Context: an optimization exercise on an open-source flow, tuned for small area and a short achievable clock period. The choices shown serve that exercise and are no tape-out recipe. In this exercise RTL edits were held to simulation tests only and were not proved equivalent to the original. Power is estimated from default activity; no workload was simulated.

==> exp/willow <==
## Q1S
module Q1S(a, b, clk, res);
  input clk;
  input [31:0] a;
  input [31:0] b;
  output [63:0] res;
  reg r1_0;
  reg r1_1;
  reg r1_2;
  reg r1_3;
  reg r1_4;
  reg r1_5;
  reg r1_6;
  reg r1_7;
  reg r1_8;
  reg r1_9;
  reg r1_10;
  reg r1_11;
  reg r1_12;
  reg r1_13;
  reg r1_14;
  reg r1_15;
  reg r1_16;
  reg r1_17;
  reg r1_18;
  reg r1_19;
  reg r1_20;
  reg r1_21;
  reg r1_22;
  reg r1_23;
  reg r1_24;
  reg r1_25;
  reg r1_26;
  reg r1_27;
  reg r1_28;
  reg r1_29;
  reg r1_30;
  reg r1_31;
  wire g1;
  wire p2;
  wire g3;
  wire p4;
  wire g5;
  wire p6;
  wire g7;
  wire p8;
  wire g9;
  wire p10;
  wire g11;
  wire p12;
  wire g13;
  wire p14;
  wire g15;
  wire p16;
  wire g17;
  wire p18;
  wire g19;
  wire p20;
  wire g21;
  wire p22;
  wire g23;
  wire p24;
  wire g25;
  wire p26;
  wire g27;
  wire p28;
  wire g29;
  wire p30;
  wire g31;
  wire p32;
  wire g33;
  wire p34;
  wire g35;
  wire p36;
  wire g37;
  wire p38;
  wire g39;
  wire p40;
  wire g41;
  wire p42;
  wire g43;
  wire p44;
  wire g45;
  wire p46;
  wire g47;
  wire p48;
  wire g49;
  wire p50;
  wire g51;
  wire p52;
  wire g53;
  wire p54;
  wire g55;
  wire p56;
  wire g57;
  wire p58;
  wire g59;
  wire p60;
  wire g61;
  wire p62;
  wire G63;
  wire P64;
  wire G65;
  wire P66;
  wire G67;
  wire P68;
  wire G69;
  wire P70;
  wire G71;
  wire P72;
  wire G73;
  wire P74;
  wire G75;
  wire P76;
  wire G77;
  wire P78;
  wire G79;
  wire P80;
  wire G81;
  wire P82;
  wire G83;
  wire P84;
  wire G85;
  wire P86;
  wire G87;
  wire P88;
  wire G89;
  wire P90;
  wire G91;
  wire P92;
  wire G93;
  wire P94;
  wire G95;
  wire P96;
  wire G97;
  wire P98;
  wire G99;
  wire P100;
  wire G101;
  wire P102;
  wire G103;
  wire P104;
  wire G105;
  wire P106;
  wire G107;
  wire P108;
  wire G109;
  wire P110;
  wire G111;
  wire P112;
  wire G113;
  wire P114;
  wire G115;
  wire P116;
  wire G117;
  wire P118;
  wire G119;
  wire P120;
  wire G121;
  wire P122;
  wire G123;
  wire P124;
  wire G125;
  wire P126;
  wire G127;
  wire P128;
  wire G129;
  wire P130;
  wire G131;
  wire P132;
  wire G133;
  wire P134;
  wire G135;
  wire P136;
  wire G137;
  wire P138;
  wire G139;
  wire P140;
  wire G141;
  wire P142;
  wire G143;
  wire P144;
  ...
clock: 7.5 ns
lec_check: 0
cap_margin: 20
core_margin: 2
core_utilization: 55
cts_cluster_diameter: 100
cts_cluster_size: 20
setup_slack_margin: 4.9
slew_margin: 20
run.sh (not shown) runs the stock make flow with config.mk's settings and CLKGATE_MAP_FILE= SYNTH_SCRIPT=/design/flow/synth_recipe.tcl, a recipe that flattens the netlist after the stock synthesis.
==> exp/sierra (differences from exp/willow) <==
Settings changed: CORE_UTILIZATION 55 to 65, SETUP_SLACK_MARGIN 4.9 to 5.0.
==> summary.txt <==
Pwr
  – LEAKAGE: 15.1 nW
  – Power share of the combinational group: 0.496

Floorplan
  – Starting Density: 0.559
  – Rows: 91

Critical path
  – Worst endpoint required time: approximately 8000 ps
  – R2R Path Start: r4_411

Timing
  – Fin crit period: 2650 ps

CTS
  – Post-CTS Setup Inserts: 19

Drt
  – Wire per inst: roughly 28 um

Global route
  – Grt met1 use: 0.452
  – Met2 Usage GRT: 0.513

Status
  – Status: no timing/DRC/antenna violations

Layout
  – ClkCell Share: 0.0299
  – FILL cells: 5199
  – Final Core Density: 0.601

Place
  – Worst slack, placed: 4150 ps
  – Placed cell count: 3885
[end of results for exp/willow]
==> summary.txt <==
Status
  – Status: no timing/DRC/antenna violations

Critical path
  – Worst endpoint required time: 7990 ps
  – R2R Path Start: r4_409
  – Crit path launch: r4_409

Pwr
  – LEAKAGE: 15.7 nW
  – Power share of the combinational group: 0.515
  – Switching share of power: 0.418

Layout
  – Design Area, Final: 38400 um^2
  – Seq area share: 0.312
  – Final Core Density: 0.729
  – ClkCell Share: 0.0256
  – FILL cells: 3694

Timing
  – Fin crit period: 2620 ps
  – Slew @ Worst Pin: approximately 870 ps

CTS
  – Post-CTS Setup Inserts: 26

Place
  – Placed cell count: 3751

Drt
  – Wire per inst: about 30 um

Floorplan
  – Starting Density: 0.657
  – Rows: 84
[end of results for exp/sierra]

========
==> inputs of build 90 <==
Starting RTL as in the previous note.
==> flow/config.mk <==
export PLATFORM = sky130hd
export DESIGN_NAME = Q1S
export DESIGN_NICKNAME = Q1S
export VERILOG_FILES = /design/flow/design.v
export SDC_FILE = /design/flow/constraint.sdc
export NUM_CORES = 4
export LEC_CHECK = 0
export CAP_MARGIN = 20
export CORE_MARGIN = 2
export CORE_UTILIZATION = 62
export CTS_CLUSTER_DIAMETER = 100
export CTS_CLUSTER_SIZE = 20
export SETUP_SLACK_MARGIN = 4.9
export SLEW_MARGIN = 20
==> flow/constraint.sdc <==
create_clock -name core_clock -period 7.5 [get_ports {clk}]
set_input_delay 1.5000 -clock core_clock [delete_from_list [all_inputs] [get_ports {clk}]]
set_output_delay 1.5000 -clock core_clock [all_outputs]
set_load 0.01 [all_outputs]
standard.sh (not shown) runs the stock make flow with config.mk's settings and CLKGATE_MAP_FILE= SYNTH_SCRIPT=/design/flow/synth_recipe.tcl, a recipe that flattens the netlist after the stock synthesis.
==> flow/flow/run.sh <==
#!/bin/bash
# The standard layout with two changes:
# - one extra step between synthesis and floorplan: flow/polarity.py picks the
#   polarity of each full-adder cell so that fewer inverters are needed
#   (FA(~a,~b,~c) = ~FA(a,b,c); xor2 and xnor2 swap to absorb input or output
#   inversions); registers are untouched.
# - the port buffers that placement inserts on every input and output are
#   buf_1 cells (timing repair still resizes them where needed).
set -euo pipefail
cd "$(dirname "$0")/.."
R="$PWD/orfs/results/${FLOW_PLATFORM:-sky130hd}/Q1S/base"
export BUFFER_PORTS_ARGS="-buffer_cell sky130_fd_sc_hd__buf_1"
bash standard.sh "$R/1_2_yosys.v" > synth.log 2>&1
cp "$R/1_2_yosys.v" synth_netlist_before_polarity.v
python3 flow/polarity.py "$R/1_2_yosys.v" > polarity.log 2>&1
bash standard.sh > layout.log 2>&1
Other scripts of this flow, unchanged in this note and not shown: flow/flow/polarity.py
==> inputs of build 83, as changes to build 90 <==
--- a/flow/config.mk
+++ b/flow/config.mk
@@ -8,7 +8,7 @@
 export CAP_MARGIN = 20
 export CORE_MARGIN = 2
-export CORE_UTILIZATION = 62
-export CTS_CLUSTER_DIAMETER = 100
-export CTS_CLUSTER_SIZE = 20
+export CORE_UTILIZATION = 55
+export CTS_CLUSTER_DIAMETER = 90
+export CTS_CLUSTER_SIZE = 24
 export SETUP_SLACK_MARGIN = 4.9
 export SLEW_MARGIN = 20
==> comparison <==
Build 83 finished clean. Build 90 ran to the end with no violations.
Of build 90 and build 83, build 90 has the higher clock power (gap about 6%, measured against build 83).
Between build 83 and build 90, the lower die area is in build 90 (gap 13%, measured against build 90).
Against build 90, the final area of build 83 is higher by 1.6%.
Of build 83 and build 90, build 90 has the higher register-to-register slack (gap 0.06 ns).
Synthesized area is the same in build 90 and build 83.
In build 83 the clock skew is higher than in build 90, by 0.0060 ns.
Between build 83 and build 90, the lower routed wire length is in build 90 (gap 2.3%, measured against build 90).
Of build 90 and build 83, build 90 has the higher setup slack (gap 0.064 ns).
Non-clock buffer count: build 90 is lower than build 83 (11).

========
==> run K <==
Starting RTL as in the previous note.
clock: 7.5 ns
lec_check: 0
cap_margin: 20
core_margin: 2
core_utilization: 55
cts_cluster_diameter: 100
cts_cluster_size: 20
setup_slack_margin: 4.9
slew_margin: 20
==> flow/flow/run.sh <==
#!/bin/bash
# The standard layout, with one extra step between synthesis and floorplan:
# flow/polarity.py picks the polarity of each full-adder cell so that fewer
# inverters are needed (FA(~a,~b,~c) = ~FA(a,b,c)); registers are untouched.
set -euo pipefail
cd "$(dirname "$0")/.."
R="$PWD/orfs/results/${FLOW_PLATFORM:-sky130hd}/Q1S/base"
bash standard.sh "$R/1_2_yosys.v" > synth.log 2>&1
cp "$R/1_2_yosys.v" synth_netlist_before_polarity.v
python3 flow/polarity.py "$R/1_2_yosys.v" > polarity.log 2>&1
bash standard.sh > layout.log 2>&1
==> flow/flow/polarity.py <==
#!/usr/bin/env python3
"""Remove inverters around full-adder cells in a flat sky130 netlist.

A full adder with all three inputs complemented gives both outputs
complemented: FA(~a, ~b, ~c) = (~sum, ~cout).  Each fa cell may therefore be
used in either polarity.  This script picks a polarity for every fa cell so
that fewer signals need an inverter, then rewrites the netlist: inverters
between cells are dropped and one inverter is added for each signal that some
load still needs in the other polarity.  Registers, ports and every other
cell keep their names and functions.

usage: polarity.py NETLIST.v   (rewrites the file in place; prints a summary)
"""
import re
import sys
from collections import defaultdict

path = sys.argv[1]
text = open(path).read()

m_mod = re.search(r'\bmodule\s+\w+\s*\(.*?\);', text, re.S)
end = text.rindex('endmodule')
body = text[m_mod.end():end]

inst_re = re.compile(r'^\s*(sky130_fd_sc_hd__\w+)\s+(\\\S+|\S+)\s*\((.*?)\);\s*$', re.S | re.M)
pin_re = re.compile(r'\.(\w+)\(\s*([^()]*?)\s*\)')

cells = []          # dict(type, name, pins{pin: net}, span)
for m in inst_re.finditer(body):
    pins = dict(pin_re.findall(m.group(3)))
    cells.append({'type': m.group(1), 'name': m.group(2), 'pins': pins,
                  'span': m.span()})

OUT_PINS = {'X', 'Y', 'Q', 'Q_N', 'SUM', 'COUT', 'HI', 'LO'}
port_nets = set()
for m in re.finditer(r'^\s*(input|output)\s+(\[\d+:\d+\]\s+)?(\w+)\s*;', body, re.M):
    rng, nm = m.group(2), m.group(3)
    if rng:
        hi, lo = map(int, re.findall(r'\d+', rng))
        for i in range(min(hi, lo), max(hi, lo) + 1):
            port_nets.add('%s[%d]' % (nm, i))
    port_nets.add(nm)


def is_inv(c):
    return re.match(r'sky130_fd_sc_hd__(clk)?inv_\d+$', c['type']) is not None


def is_fa(c):
    return re.match(r'sky130_fd_sc_hd__fa_\d+$', c['type']) is not None


# inverters that can be absorbed: output not a port
inv_out = {}        # out net -> in net
removable = set()
for i, c in enumerate(cells):
    if is_inv(c) and c['pins']['Y'] not in port_nets:
        inv_out[c['pins']['Y']] = c['pins']['A']
        removable.add(i)


def base(net):
    par = 0
    seen = 0
    while net in inv_out:
        net = inv_out[net]
        par ^= 1
        seen += 1
        if seen > 100:
            raise SystemExit('inverter loop')
    return net, par


driver_fa = {}      # base net -> fa cell index
for i, c in enumerate(cells):
    if is_fa(c):
        for p in ('SUM', 'COUT'):
            driver_fa[c['pins'][p]] = i

consumers = defaultdict(list)   # base net -> list of (cell idx, pin, parity)
for i, c in enumerate(cells):
    if i in removable:
        continue
    for p, n in c['pins'].items():
        if p in OUT_PINS or n == '':
            continue
        b, par = base(n)
        consumers[b].append((i, p, par))

fa_ids = [i for i, c in enumerate(cells) if is_fa(c)]
flip = defaultdict(int)


def provided(b):
    i = driver_fa.get(b)
    return flip[i] if i is not None else 0


def required(i, par):
    return par ^ flip[i] if is_fa(cells[i]) else par


def cost(b):
    pv = provided(b)
    return int(any(required(i, par) != pv for i, _, par in consumers[b]))


def touched(i):
    c = cells[i]
    s = set()
    for p in ('A', 'B', 'CIN'):
        s.add(base(c['pins'][p])[0])
    for p in ('SUM', 'COUT'):
        s.add(c['pins'][p])
    return s


before = sum(cost(b) for b in consumers)
improved = True
rounds = 0
while improved and rounds < 50:
    improved = False
    rounds += 1
    for i in fa_ids:
        sig = touched(i)
        c0 = sum(cost(b) for b in sig)
        flip[i] ^= 1
        c1 = sum(cost(b) for b in sig)
        if c1 < c0:
            improved = True
        else:
            flip[i] ^= 1
after = sum(cost(b) for b in consumers)

# rebuild
new_wires = []
new_cells = []
inv_net = {}


def comp_net(b):
    if b not in inv_net:
        k = len(inv_net)
        n = 'polinv_n%d' % k
        inv_net[b] = n
        new_wires.append(n)
        new_cells.append('  sky130_fd_sc_hd__inv_1 polinv_%d (\n    .A(%s),\n    .Y(%s)\n  );\n' % (k, b, n))
    return inv_net[b]


conn = {}           # (cell idx, pin) -> net
for b, lst in consumers.items():
    pv = provided(b)
    for i, p, par in lst:
        conn[(i, p)] = b if required(i, par) == pv else comp_net(b)

out = []
pos = 0
for i, c in enumerate(cells):
    s, e = c['span']
    out.append(body[pos:s])
    pos = e
    if i in removable:
        continue
    pins = []
    for p, n in c['pins'].items():
        pins.append('    .%s(%s)' % (p, conn.get((i, p), n)))
    out.append('\n  %s %s (\n%s\n  );' % (c['type'], c['name'], ',\n'.join(pins)))
out.append(body[pos:])
newbody = ''.join(out)
decl = ''.join('  wire %s;\n' % n for n in new_wires)
text2 = text[:m_mod.end()] + '\n' + decl + newbody + ''.join(new_cells) + text[end:]
open(path, 'w').write(text2)
print('fa cells %d, flipped %d, removable inverters %d, signals needing an inverter %d -> %d, new inverters %d'
      % (len(fa_ids), sum(flip[i] for i in fa_ids), len(removable), before, after, len(inv_net)))
==> run P: changes against run K <==
==> flow/flow/run.sh (replaced) <==
#!/bin/bash
# The standard layout with two changes:
# - one extra step between synthesis and floorplan: flow/polarity.py picks the
#   polarity of each full-adder cell so that fewer inverters are needed
#   (FA(~a,~b,~c) = ~FA(a,b,c); xor2 and xnor2 swap to absorb input or output
#   inversions); registers are untouched.
# - the port buffers that placement inserts on every input and output are
#   buf_1 cells (timing repair still resizes them where needed).
set -euo pipefail
cd "$(dirname "$0")/.."
R="$PWD/orfs/results/${FLOW_PLATFORM:-sky130hd}/Q1S/base"
export BUFFER_PORTS_ARGS="-buffer_cell sky130_fd_sc_hd__buf_1"
bash standard.sh "$R/1_2_yosys.v" > synth.log 2>&1
cp "$R/1_2_yosys.v" synth_netlist_before_polarity.v
python3 flow/polarity.py "$R/1_2_yosys.v" > polarity.log 2>&1
bash standard.sh > layout.log 2>&1
--- a/flow/flow/polarity.py
+++ b/flow/flow/polarity.py
@@ -50,2 +50,11 @@
     return re.match(r'sky130_fd_sc_hd__fa_\d+$', c['type']) is not None
+
+
+def is_x(c):
+    return re.match(r'sky130_fd_sc_hd__x(n)?or2_\d+$', c['type']) is not None
+
+
+def xout(c):
+    # xor2 drives X, xnor2 drives Y
+    return c['pins']['X'] if 'X' in c['pins'] else c['pins']['Y']
 
@@ -73,3 +82,3 @@
 
-driver_fa = {}      # base net -> fa cell index
+driver_fa = {}      # base net -> fa or xor cell index
 for i, c in enumerate(cells):
@@ -78,2 +87,5 @@
             driver_fa[c['pins'][p]] = i
+for i, c in enumerate(cells):
+    if is_x(c):
+        driver_fa[xout(c)] = i
 
@@ -89,3 +101,3 @@
 
-fa_ids = [i for i, c in enumerate(cells) if is_fa(c)]
+fa_ids = [i for i, c in enumerate(cells) if is_fa(c) or is_x(c)]
 flip = defaultdict(int)
@@ -104,3 +116,4 @@
     pv = provided(b)
-    return int(any(required(i, par) != pv for i, _, par in consumers[b]))
+    return int(any(required(i, par) != pv for i, _, par in consumers[b]
+                   if not is_x(cells[i])))
 
@@ -110,2 +123,5 @@
     s = set()
+    if is_x(c):
+        s.add(xout(c))
+        return s
     for p in ('A', 'B', 'CIN'):
@@ -118,16 +134,48 @@
 before = sum(cost(b) for b in consumers)
-improved = True
-rounds = 0
-while improved and rounds < 50:
-    improved = False
-    rounds += 1
-    for i in fa_ids:
-        sig = touched(i)
-        c0 = sum(cost(b) for b in sig)
+import random
+rng = random.Random(1)
+
+
+def total():
+    return sum(cost(b) for b in consumers)
+
+
+def local_search(plateau):
+    improved = True
+    rounds = 0
+    while improved and rounds < 60:
+        improved = False
+        rounds += 1
+        order = list(fa_ids)
+        rng.shuffle(order)
+        for i in order:
+            sig = touched(i)
+            c0 = sum(cost(b) for b in sig)
+            flip[i] ^= 1
+            c1 = sum(cost(b) for b in sig)
+            if c1 < c0:
+                improved = True
+            elif c1 == c0 and rng.random() < plateau:
+                pass
+            else:
+                flip[i] ^= 1
+
+
+local_search(0.0)
+best = total()
+best_flip = dict(flip)
+for it in range(40):
+    # perturb from the best solution, then descend
+    flip.clear()
+    flip.update(best_flip)
+    for i in rng.sample(fa_ids, max(1, len(fa_ids) // 20)):
         flip[i] ^= 1
-        c1 = sum(cost(b) for b in sig)
-        if c1 < c0:
-            improved = True
-        else:
-            flip[i] ^= 1
+    local_search(0.3)
+    local_search(0.0)
+    t = total()
+    if t < best:
+        best = t
+        best_flip = dict(flip)
+flip.clear()
+flip.update(best_flip)
 after = sum(cost(b) for b in consumers)
@@ -151,2 +199,3 @@
 conn = {}           # (cell idx, pin) -> net
+xpar = defaultdict(int)     # xor cell -> parity of its physical inputs vs logical
 for b, lst in consumers.items():
@@ -154,3 +203,16 @@
     for i, p, par in lst:
-        conn[(i, p)] = b if required(i, par) == pv else comp_net(b)
+        if is_x(cells[i]):
+            conn[(i, p)] = b
+            xpar[i] ^= pv ^ par
+        else:
+            conn[(i, p)] = b if required(i, par) == pv else comp_net(b)
+for i, c in enumerate(cells):
+    if is_x(c):
+        m = re.match(r'sky130_fd_sc_hd__(x(n)?or2)_(\d+)$', c['type'])
+        inv = 1 if m.group(2) else 0
+        newinv = inv ^ xpar[i] ^ flip[i]
+        o = xout(c)
+        c['type'] = 'sky130_fd_sc_hd__%s_%s' % ('xnor2' if newinv else 'xor2', m.group(3))
+        c['pins'] = {k: v for k, v in c['pins'].items() if k not in ('X', 'Y')}
+        c['pins']['Y' if newinv else 'X'] = o
 
--- a/flow/config.mk
+++ b/flow/config.mk
@@ -12,3 +12,3 @@
 export CTS_CLUSTER_SIZE = 20
-export SETUP_SLACK_MARGIN = 4.9
+export SETUP_SLACK_MARGIN = 5.0
 export SLEW_MARGIN = 20
==> notes <==
Run K completed without violations. Run P went through all stages and came out clean.
Against run P, the power of run K is lower by 0.25%.
Against run P, the clock skew of run K is lower by 0.0020 ns.
Synthesized cell count: run K is larger than run P (about 2%).
In register-to-register slack, run K and run P hardly differ.
Between run P and run K, the lower area after synthesis is in run P (gap 0.67%, measured against run K).
Setup slack: run K is higher than run P (0.010 ns).
Against run K, the sequential share of layout area of run P is higher by 0.083 points.
Between run P and run K, the lower worst hold slack is in run P (gap 0.0095 ns).
In sequential cell count, run K and run P do not differ.
Die area: run P is smaller than run K (about 0.7%).
Of run K and run P, run P has the higher clock-buffer cell count (gap 2).

==> re-timing with driven ports <==
No port has a modelled driver above. Below, the same layouts with a new extraction and two added sets of constraints.
Step 1 sets driving cells, clkbuf_16 on the clock port and buf_2 on the other inputs (assumed; they add their load-dependent delay and slew).
Step 2 adds t to the input delays and takes it off the output delays; t is the mean of the earliest and latest rising clock arrival at the registers after step 1. Input paths then give back, and output paths get back, about the clock's delay inside the block.
Three values: no drivers, after step 1, after step 2; two values: the first two.
run | shift t [ns] | setup slack, ns | worst setup path at the end | latest minus earliest clock arrival (ns) | slew at the worst register clock pin (ns)
exp/willow | 0.657 | 4.853 / 4.853 / 4.853 | register to register | 0.024 / 0.024 | 0.09 / 0.09
exp/sierra | 0.645 | 4.884 / 4.884 / 4.884 | register to register | 0.029 / 0.029 | 0.09 / 0.09
build 90 | 0.660 | 4.847 / 4.842 / 4.847 | register to register | 0.024 / 0.024 | 0.10 / 0.10
build 83 | 0.695 | 4.782 / 4.782 / 4.782 | register to register | 0.030 / 0.029 | 0.10 / 0.10
run K | 0.647 | 4.840 / 4.840 / 4.840 | register to register | 0.027 / 0.026 | 0.09 / 0.09
run P | 0.645 | 4.830 / 4.830 / 4.830 | register to register | 0.027 / 0.027 | 0.09 / 0.09
After both steps every run listed still meets setup and hold.
